From an optimization exercise on the open Yosys and OpenROAD flow, aimed at a short achievable clock period, few clock cycles and low power; shortcuts taken in it are not production practice. The RTL was checked by simulation tests, not by an equivalence proof against the original design. Power and IR drop assume default switching activity.

--- run.sh ---
#!/bin/bash
# synth_recipe.tcl (not shown) runs the flow's synth.tcl, then flattens the netlist and writes it again
# the make line also repeats each setting of config.mk as NAME=value (left out here)
make -C /OpenROAD-flow-scripts/flow DESIGN_CONFIG=/design/flow/config.mk WORK_HOME=/design/flow/orfs CLKGATE_MAP_FILE= SYNTH_SCRIPT=/design/flow/synth_recipe.tcl finish
--- config.mk ---
export PLATFORM = sky130hd
export DESIGN_NAME = mips
export DESIGN_NICKNAME = mips
export VERILOG_FILES = /design/flow/design.v
export SDC_FILE = /design/flow/constraint.sdc
export NUM_CORES = 4
export LEC_CHECK = 0
export CAP_MARGIN = 20
export CORE_MARGIN = 2
export CORE_UTILIZATION = 40
export SLEW_MARGIN = 20
--- constraint.sdc ---
create_clock -name core_clock -period 10.0 [get_ports {clk}]
set_input_delay 2.0000 -clock core_clock [delete_from_list [all_inputs] [get_ports {clk}]]
set_output_delay 2.0000 -clock core_clock [all_outputs]
set_load 0.01 [all_outputs]
--- design.v ---
module mips(input  logic       clk, reset,
            input  logic [7:0] memdata,
            output logic [7:0] adr,
            output logic       memread, memwrite,
            output logic [7:0] writedata);
  logic       alusrca, iord, memtoreg, hit, cachewrite, morc, morw, pcen, regdst;
  logic       regwrite, zero;
  logic [2:0] alucontrol;
  logic [1:0] alusrcb;
  logic [5:0] funct;
  logic [3:0] irwrite;
  logic [7:0] cachedata, dpdata, cacheout;
  logic [5:0] op;
  logic [1:0] pcsrc;
  cache cache_0(.address(adr), .clk(clk), .reset(reset), .data_in(cachedata),
                .we(cachewrite), .data_out(cacheout), .hit(hit));
  controller_plabased controll_0(clk, reset, hit, op, funct, zero, memread, memwrite,
                    cachewrite, morc, morw,
                    alusrca, memtoreg, iord, pcen, regwrite, regdst,
                    pcsrc, alusrcb, alucontrol, irwrite);
  datapath0 #(8, 3)
            dp(clk, reset, dpdata, alusrca, memtoreg, iord, pcen,
               regwrite, regdst, pcsrc, alusrcb, irwrite, alucontrol,
               zero, op, funct, adr, writedata);
  mux2 #(8) cachemux(memdata, writedata, morw, cachedata);
  mux2 #(8) dpmux(memdata, cacheout, morc, dpdata);
endmodule
module controller_plabased(input  logic       clk, reset, hit,
                           input  logic [5:0] op,
                           input  logic [5:0] funct,
                           input  logic       zero,
                           output logic       memread, memwrite, cachewrite, morc, morw, alusrca,
                           output logic       memtoreg, iord, pcen,
                           output logic       regwrite, regdst,
                           output logic [1:0] pcsrc, alusrcb,
                           output logic [2:0] alucontrol,
                           output logic [3:0] irwrite);
  logic            pcwrite, branch;
  logic     [1:0]  aluop;
  logic     [10:0] in;
  logic            cw, cr;
  logic     [26:0] out;
  logic     [4:0]  state;
  logic     [4:0]  nextstate;
  always_ff @(posedge clk)
     if(reset) state <= 5'b00000;
     else      state <= nextstate;
  assign in = {op,state};
  assign {aluop, branch, pcwrite, irwrite, alusrcb, pcsrc, regdst, regwrite,
          iord, memtoreg, alusrca, memwrite, memread, nextstate, cw, cr, morw} = out;
  assign cachewrite = cw | (cr & ~hit);
  assign morc       = cr & hit;
  aludec  ac(aluop, funct, alucontrol);
  assign pcen = pcwrite | (branch & zero);  
  always_comb
    casez(in)
      11'b??????00000: out = 27'b000000000000000000010000000;
      11'b??????10000: out = 27'b000100010100000000100001010;
      11'b??????00001: out = 27'b000000000000000000010001000;
      11'b??????10001: out = 27'b000100100100000000100010010;
      11'b??????00010: out = 27'b000000000000000000010010000;
      11'b??????10010: out = 27'b000101000100000000100011010;
      11'b??????00011: out = 27'b000000000000000000010011000;
      11'b??????10011: out = 27'b000110000100000000100100010;
      11'b10000000100: out = 27'b000000001100000000000101000;
      11'b10100000100: out = 27'b000000001100000000000101000;
      11'b00000000100: out = 27'b000000001100000000001001000;
      11'b00010000100: out = 27'b000000001100000000001011000;
      11'b00001000100: out = 27'b000000001100000000001100000;
      11'b10000000101: out = 27'b000000001000000010000110000;
      11'b10100000101: out = 27'b000000001000000010001000000;
      11'b??????00110: out = 27'b000000001000000010010110000;
      11'b??????10110: out = 27'b000000000000001000100111010;
      11'b??????00111: out = 27'b000000000000010100000000000;
      11'b??????01000: out = 27'b000000000000001001000000101;
      11'b??????01001: out = 27'b100000000000000010001010000;
      11'b??????01010: out = 27'b000000000000110000000000000;
      11'b??????01011: out = 27'b011000000001000010000000000;
      11'b??????01100: out = 27'b000100000010000000000000000;
      default:          out = 27'b000000000000000000000000000;
    endcase
endmodule
module aludec(input  logic [1:0] aluop,
              input  logic [5:0] funct,
              output logic [2:0] alucontrol);
  localparam logic [5:0] ADD = 6'b100000,
                         SUB = 6'b100010,
                         AND = 6'b100100,
                         OR  = 6'b100101,
                         SLT = 6'b101010;
  always_comb
    case (aluop)
      2'b00: alucontrol = 3'b010;   
      2'b01: alucontrol = 3'b110;   
      default: case(funct)       
                 ADD: alucontrol = 3'b010;
                 SUB: alucontrol = 3'b110;
                 AND: alucontrol = 3'b000;
                 OR:  alucontrol = 3'b001;
                 SLT: alucontrol = 3'b111;
                 default:   alucontrol = 3'b101;  
               endcase
    endcase
endmodule
module datapath0 #(parameter WIDTH = 8, REGBITS = 3)
                 (input  logic             clk, reset,
                  input  logic [WIDTH-1:0] memdata,
                  input  logic             alusrca, memtoreg, iord,
                  input  logic             pcen, regwrite, regdst,
                  input  logic [1:0]       pcsrc, alusrcb,
                  input  logic [3:0]       irwrite,
                  input  logic [2:0]       alucontrol,
                  output logic             zero,
                  output logic [5:0]       op,
                  output logic [5:0]       funct,
                  output logic [WIDTH-1:0] adr, writedata);
  logic [REGBITS-1:0] ra1, ra2, wa;
  logic [WIDTH-1:0]   pc, nextpc, data, rd1, rd2, wd, a, srca,
                      srcb, aluresult, aluout, immx4;
  logic [31:0]        instr;
  localparam logic [WIDTH-1:0] CONST_ONE = 1;
  assign op = instr[31:26];
  assign funct = instr[5:0];
  assign immx4 = {instr[WIDTH-3:0],2'b00};
  assign ra1 = instr[REGBITS+20:21];
  assign ra2 = instr[REGBITS+15:16];
  mux2       #(REGBITS) regmux(instr[REGBITS+15:16],
                               instr[REGBITS+10:11], regdst, wa);
  flopen     #(8)      ir0(clk, irwrite[0], memdata[7:0], instr[7:0]);
  flopen     #(8)      ir1(clk, irwrite[1], memdata[7:0], instr[15:8]);
  flopen     #(8)      ir2(clk, irwrite[2], memdata[7:0], instr[23:16]);
  flopen     #(8)      ir3(clk, irwrite[3], memdata[7:0], instr[31:24]);
  flopenr    #(WIDTH)  pcreg(clk, reset, pcen, nextpc, pc);
  flop       #(WIDTH)  datareg(clk, memdata, data);
  flop       #(WIDTH)  areg(clk, rd1, a);
  flop       #(WIDTH)  wrdreg(clk, rd2, writedata);
  flop       #(WIDTH)  resreg(clk, aluresult, aluout);
  mux2       #(WIDTH)  adrmux(pc, aluout, iord, adr);
  mux2       #(WIDTH)  src1mux(pc, a, alusrca, srca);
  mux4       #(WIDTH)  src2mux(writedata, CONST_ONE, instr[WIDTH-1:0],
                               immx4, alusrcb, srcb);
  mux3       #(WIDTH)  pcmux(aluresult, aluout, immx4,
                             pcsrc, nextpc);
  mux2       #(WIDTH)  wdmux(aluout, data, memtoreg, wd);
  regfile    #(WIDTH,REGBITS) rf(clk, regwrite, ra1, ra2,
                                 wa, wd, rd1, rd2);
  alu        #(WIDTH) alunit(srca, srcb, alucontrol, aluresult, zero);
endmodule
module alu #(parameter WIDTH = 8)
            (input  logic [WIDTH-1:0] a, b,
             input  logic [2:0]       alucontrol,
             output logic [WIDTH-1:0] result,
             output logic             zero);
  logic [WIDTH-1:0] b2, andresult, orresult, sumresult, sltresult;
  andN    andblock(a, b, andresult);
  orN     orblock(a, b, orresult);
  condinv binv(b, alucontrol[2], b2);
  adder   addblock(a, b2, alucontrol[2], sumresult);
  assign sltresult = {{(WIDTH-1){1'b0}}, sumresult[WIDTH-1]};
  mux4 resultmux(andresult, orresult, sumresult, sltresult, alucontrol[1:0], result);
  zerodetect #(WIDTH) zd(result, zero);
endmodule
module regfile #(parameter WIDTH = 8, REGBITS = 3)
                (input  logic               clk,
                 input  logic               regwrite,
                 input  logic [REGBITS-1:0] ra1, ra2, wa,
                 input  logic [WIDTH-1:0]   wd,
                 output logic [WIDTH-1:0]   rd1, rd2);
   logic [WIDTH-1:0] RAM [2**REGBITS-1:0];
  always @(posedge clk)
    if (regwrite) RAM[wa] <= wd;
  assign rd1 = (ra1 != 0) ? RAM[ra1] : 0;
  assign rd2 = (ra2 != 0) ? RAM[ra2] : 0;
endmodule
module zerodetect #(parameter WIDTH = 8)
                   (input  logic [WIDTH-1:0] a,
                    output logic             y);
   assign y = (a==0);
endmodule
module flop #(parameter WIDTH = 8)
             (input  logic             clk,
              input  logic [WIDTH-1:0] d,
              output logic [WIDTH-1:0] q);
  always_ff @(posedge clk)
    q <= d;
endmodule
module flopen #(parameter WIDTH = 8)
               (input  logic             clk, en,
                input  logic [WIDTH-1:0] d,
                output logic [WIDTH-1:0] q);
  always_ff @(posedge clk)
    if (en) q <= d;
endmodule
module flopenr #(parameter WIDTH = 8)
                (input  logic             clk, reset, en,
                 input  logic [WIDTH-1:0] d,
                 output logic [WIDTH-1:0] q);
  always_ff @(posedge clk)
    if      (reset) q <= 0;
    else if (en)    q <= d;
endmodule
module mux2 #(parameter WIDTH = 8)
             (input  logic [WIDTH-1:0] d0, d1,
              input  logic             s,
              output logic [WIDTH-1:0] y);
  assign y = s ? d1 : d0;
endmodule
module mux3 #(parameter WIDTH = 8)
             (input  logic [WIDTH-1:0] d0, d1, d2,
              input  logic [1:0]       s,
              output logic [WIDTH-1:0] y);
  always_comb
    casez (s)
      2'b00:   y = d0;
      2'b01:   y = d1;
      default: y = d2;
    endcase
endmodule
module mux4 #(parameter WIDTH = 8)
             (input  logic [WIDTH-1:0] d0, d1, d2, d3,
              input  logic [1:0]       s,
              output logic [WIDTH-1:0] y);
  always_comb
    case (s)
      2'b00: y = d0;
      2'b01: y = d1;
      2'b10: y = d2;
      2'b11: y = d3;
    endcase
endmodule
module andN #(parameter WIDTH = 8)
             (input  logic [WIDTH-1:0] a, b,
              output logic [WIDTH-1:0] y);
  assign y = a & b;
endmodule
module orN #(parameter WIDTH = 8)
            (input  logic [WIDTH-1:0] a, b,
             output logic [WIDTH-1:0] y);
  assign y = a | b;
endmodule
module inv #(parameter WIDTH = 8)
            (input  logic [WIDTH-1:0] a,
             output logic [WIDTH-1:0] y);
  assign y = ~a;
endmodule
module condinv #(parameter WIDTH = 8)
                (input  logic [WIDTH-1:0] a,
                 input  logic             invert,
                 output logic [WIDTH-1:0] y);
  logic [WIDTH-1:0] ab;
  inv  inverter(a, ab);
  mux2 invmux(a, ab, invert, y);
endmodule
module adder #(parameter WIDTH = 8)
              (input  logic [WIDTH-1:0] a, b,
               input  logic             cin,
               output logic [WIDTH-1:0] y);
  assign y = a + b + cin;
endmodule
module cache(input  logic [7:0] address,
             input  logic       clk, reset,
             input  logic [7:0] data_in,
             input  logic       we,
             output logic [7:0] data_out,
             output logic       hit);
  logic [15:0] wl;
  logic [3:0]  tag_out;
  logic        valid_out, tag_match;
  decoder dec(address[3:0], wl);
  sram sram_0(clk, reset, we, wl, we, address[7:4], data_in, tag_out, data_out, valid_out);
  assign tag_match = (address[7:4] == tag_out);
  assign hit = valid_out & tag_match;
endmodule
module sram(clk, reset, we, wl, valid_in, tag_in, data_in, tag_out, data_out, valid_out);
	input logic clk;
	input logic reset;
	input logic we;
	input logic valid_in;
	input logic [15:0] wl;
	input logic [3:0] tag_in;
	input logic [7:0] data_in;
	output logic [3:0] tag_out;
	output logic [7:0] data_out;
	output logic valid_out;
	logic [7:0] ramD[15:0];
	logic [3:0] ramT[15:0];
	logic [15:0] ramV;
	logic [3:0] addr;
	encoder enc(wl, addr);
	always @ (posedge clk)
	begin
		if (we)
		begin
			ramT[addr] <= tag_in;
			ramD[addr] <= data_in;
		end
	end
	always @ (posedge clk)
	begin
		if (reset)
			ramV <= 16'b0;
		else if (we)
			ramV[addr] <= valid_in;
	end
	assign	tag_out = ramT[addr];
	assign	data_out = ramD[addr];
	assign 	valid_out = ramV[addr];
endmodule
module encoder(input logic [15:0] in, output logic [3:0] out);
	always_comb
	  casez (in)
		  16'b0000000000000001 : out = 0;
		  16'b0000000000000010 : out = 1;
		  16'b0000000000000100 : out = 2;
		  16'b0000000000001000 : out = 3;
		  16'b0000000000010000 : out = 4;
		  16'b0000000000100000 : out = 5;
		  16'b0000000001000000 : out = 6;
		  16'b0000000010000000 : out = 7;
		  16'b0000000100000000 : out = 8;
		  16'b0000001000000000 : out = 9;
		  16'b0000010000000000 : out = 10;
		  16'b0000100000000000 : out = 11;
		  16'b0001000000000000 : out = 12;
		  16'b0010000000000000 : out = 13;
		  16'b0100000000000000 : out = 14;
		  16'b1000000000000000 : out = 15;
	  default: out = 4'b0;
	  endcase
endmodule
module decoder(input logic [3:0] in, output logic [15:0] out);
	always_comb
	  case (in)
		  0 : out = 16'b0000000000000001;
		  1 : out = 16'b0000000000000010;
		  2 : out = 16'b0000000000000100;
		  3 : out = 16'b0000000000001000;
		  4 : out = 16'b0000000000010000;
		  5 : out = 16'b0000000000100000;
		  6 : out = 16'b0000000001000000;
		  7 : out = 16'b0000000010000000;
		  8 : out = 16'b0000000100000000;
		  9 : out = 16'b0000001000000000;
		  10 : out = 16'b0000010000000000;
		  11 : out = 16'b0000100000000000;
		  12 : out = 16'b0001000000000000;
		  13 : out = 16'b0010000000000000;
		  14 : out = 16'b0100000000000000;
		  15 : out = 16'b1000000000000000;
	  endcase
endmodule
==> results.toml <==
[detailed_routing]
via_count = 9939
drt-initial-drc-count = 990
ant_nets = 0
dr.pass1.iters = 5
wl_mm = 39.2
wl_per_cell_um = 22.9
vias_per_cell = 5.81
drc = 0

[floorplanning]
dieArea_um2 = 40200
die_y_um = 200
core_um2 = 37800
io_pins = 28
dieWidth_um = 200
core.rowCount = 71
initial_core_util_pct = 40.8

[timing]
finalHoldViolCount = 0
relSlewSlack_pct = 26.7
tightest_slew_ns = 1.10
min_period_ns = 5.65
post-route-period-util_pct = 56.5
clock.fmax_ghz = 0.177
rsz0062_at_grt = "false"
holdWs_ns = 0.476
fin_setup_tns_ns = 0
fin_skew_ns = 0.0158
drv_slew = 0
finalSetupViolCount = 0

[place]
dp_hpwl_mm = 26.2
globalplace.congestion = 0.912
placed_cell_area_um2 = 16200
numPortBuffers = 27

[yosys]
netlist_area_um2 = 15400
async_reset_ff_share_pct = 0
avgSynthCellArea_um2 = 13.4
synth-seq-area-share_pct = 61.0
synth_edf_count = 273
syn_inst = 1155
yosysWarnings = 12
synth.distinct_cells = 83
synth-main-ff-cell = "edfxtp_1"
synth_fp_nets = 1177
ys_ff_latch = 334

[setup_path]
end_kind = "flop"
path_common_cell = "buf_4"
reg2reg_setup_slack_ns = 4.35
crit_path_end = "cache_0.sram_0.ramD[13][2]"
worst_path_max_delay_cell = "and3_1"
worstPathArrival_ns = 5.80
regToRegStartpoint = "controll_0.state[3]"
r2r_end = "cache_0.sram_0.ramD[13][2]"
critical_path_required_ns = 10.15
ff2ff_path_depth = 14
startpoint_type = "flop"
setup.worst_path.class = "reg -> reg"
crit_fanout = 38
cpPeakStageDelay_ns = 0.68
crit_start = "controll_0.state[3]"
crit_chain = "or4b_1, a21oi_4, mux2i_4, buf_4, inv_2, buf_4, nor2_1, o21ai_0, and4_1, a31oi_1, xnor2_1, o31ai_1, nand2_1, and3_1"

[worst_hold_path]
hold_path.class = "reg -> reg"
whs_path_depth = 1

[cts]
cts_hold_buf = 0
cts_tree = "yes"
clockBufferDepth = 3
post-cts-setup-buffer-count = 0
cts_max_level = 2
cts_sinks = 334
worstSkewPairLatency_ns = 0.53
cts-buffers-inserted = 37
ctsResizeCount = 0
clkTransAtPathRegs_ns = 0.06
clockRootBuffer = "clkbuf_16"

[global_routing]
grt_pass1_wl_mm = 59.4
track_usage_pct = 19.3
grt_antenna_before_repair = 0
grt_start_max_net_pins = 43
overflow = 0
grt_pass1_vias = 9699

[power_and_ir_drop]
p_leak_nw = 5.85
seq_power_share_pct = 49.6
vdd_drop_max_mv = 0.111
combPwrFrac_pct = 11.2
p_clk_share_pct = 39.3
pwr_density_cell_nw_per_um2 = 188
switchingPower_w = 0.000819
power.internal_w = 0.00243
switching_share_pct = 25.2

[layout]
area_growth_pct = 12.2
final_area_um2 = 17300
finalNetCount = 1197
drive_gt1_share_pct = 15.8
final_core_util_pct = 45.8
fillCellCount = 3376
antenna_cells = 0

[outcome]
status = "complete, no violations"

[job]
cap_violations = 0
## kinds of logic (layout without fill, tap and decap cells)
family	after synthesis	after routing	share of synthesized area, %
AOI/OAI and AO/OA	236	236	10.9
adders and majority gates	14	14	1.15
muxes	124	124	12.6
xor gates and xnor gates	21	21	1.19
DFF	334	334	61.0
and+or+nand+nor	336	336	10.6
buffers and inverters	90	134	2.54
## sequential cells by signal, summed over array words and instances (netlist names)
name,flops
cache_0.sram_0.ramV,16
dp.rf.RAM,58
dp.ir2.q,6
dp.ir1.q,3
dp.resreg.q,8
dp.ir3.q,6
cache_0.sram_0.ramD,128
dp.datareg.q,8
dp.areg.q,8
dp.pcreg.q,8
cache_0.sram_0.ramT,64
controll_0.state,5
dp.wrdreg.q,8
dp.ir0.q,8
## cell usage after synthesis (all sizes together) (13+ instances only)
cell type | number | area, um2
mux2 | 40 | 450
and3 | 33 | 206
a21oi | 48 | 255
clkbuf | 36 | 136
dfxtp | 61 | 1220
edfxtp | 273 | 8200
o21ai | 41 | 205
nand2 | 127 | 477
buf | 26 | 151
a22oi | 36 | 270
nand3 | 22 | 110
mux2i | 32 | 328
o31ai | 14 | 138
nor3 | 20 | 105
a32oi | 13 | 114
mux4 | 52 | 1170
nor2 | 70 | 265
inv | 28 | 105
## layout by cell type, fill, tap and decap left out, types with 6 or more instances in the layout
cell type / synthesis / layout
ha_1: 11 / 11
mux2i_1: 30 / 28
a221oi_1: 10 / 10
clkbuf_1: 35 / 6
nand3_1: 22 / 22
mux4_2: 52 / 52
a21oi_1: 46 / 46
a31oi_1: 8 / 8
clkinv_1: 0 / 6
edfxtp_1: 273 / 273
nor3_1: 19 / 19
clkdlybuf4s50_1: 0 / 27
clkbuf_16: 0 / 38
xnor2_1: 12 / 12
nor2_1: 69 / 69
dfxtp_1: 61 / 61
a221o_1: 7 / 7
and3_1: 33 / 33
nand2_1: 127 / 127
o31ai_1: 11 / 11
mux2_2: 40 / 40
inv_1: 27 / 27
nand2b_1: 12 / 12
a32oi_1: 13 / 13
xor2_1: 9 / 9
a22oi_1: 36 / 36
a211oi_1: 6 / 6
and2_1: 10 / 10
buf_4: 2 / 16
or2_2: 6 / 6
o21ai_0: 39 / 39
## stage by stage
step                instances  power (W)  setup slack, ns
floorplan                1155    0.00187             5.59
finish                   1710    0.00325             4.35
detailed placement       1647    0.00200             4.38
global route             1710    0.00337             3.93
CTS                      1710    0.00327             4.37
global placement         1647    0.00200             4.43
## worst max-delay path: cells and delay by family (launching register included)
kind	cells	cell delay (ns)
compound gates	4	0.86
xor+xnor	1	0.18
buf+inv	3	1.17
flops	1	0.64
mux	1	0.29
simple gates	5	2.09
## per-layer routing
| layer | GRT usage (%) | part of all wire, % | vias to the layer above |
|---|---|---|---|
| met5 | 0 | 0 | - |
| met1 | 27.2 | 44 | 4935 |
| li1 | - | - | 4527 |
| met4 | 6.72 | 2.9 | 0 |
| met3 | 3.78 | 7.3 | 89 |
| met2 | 30.0 | 45 | 388 |
## how the worst min path moves through the flow
stage	startpoint	to	slack (ns)
after floorplan	cache_0.sram_0.ramV[0]	cache_0.sram_0.ramV[0]	0.44
after CTS	cache_0.sram_0.ramV[0]	cache_0.sram_0.ramV[0]	0.48
final	cache_0.sram_0.ramV[0]	cache_0.sram_0.ramV[0]	0.48
after global placement	cache_0.sram_0.ramV[0]	cache_0.sram_0.ramV[0]	0.47
after detailed placement	cache_0.sram_0.ramV[0]	cache_0.sram_0.ramV[0]	0.46
after global routing	cache_0.sram_0.ramV[0]	cache_0.sram_0.ramV[0]	0.50
## layout make-up
type,instances,area [um2],share of cell area (%)
Inverter,28,105,0.607
Tap cell,511,639,3.69
Clock buffer,47,1010,5.82
Multi-Input combinational cell,731,5650,32.6
Sequential cell,334,9420,54.4
Clock inverter,16,118,0.679
Timing Repair Buffer,43,390,2.25
## power by group through the flow
stage / registers (W) / logic [W] / clock network, W
global placement: 0.00164 / 0.000357 / 0
global route: 0.00161 / 0.000394 / 0.00136
finish: 0.00161 / 0.000363 / 0.00128
floorplan: 0.00160 / 0.000262 / 0
CTS: 0.00161 / 0.000361 / 0.00130
detailed placement: 0.00164 / 0.000360 / 0

[port drivers added, routing unchanged]
The flow's constraints put no driver on any port. The routed layout listed below was extracted and timed again, unchanged, in two steps.
Step 1, drivers: a clkbuf_16 drives clk and a buf_2 each remaining input, both assumed.
Step 2 times the ports against the registers' clock, not the clock port: input delays grow and output delays shrink by t, the midpoint of the rising clock arrivals with the driver on.
Slacks: ideal ports / drivers / drivers and shift; pairs: ideal ports / drivers.
shift t [ns]: 0.575
slack for setup (ns): 4.353 / 4.338 / 4.353
worst register clock-pin slew, ns: 0.06 / 0.06
cell pins on the clock port's net: 1
After both steps setup and hold are still met in this run. The setup slack of this run moves by -0.015 ns with the drivers and by 0.000 ns with both steps.
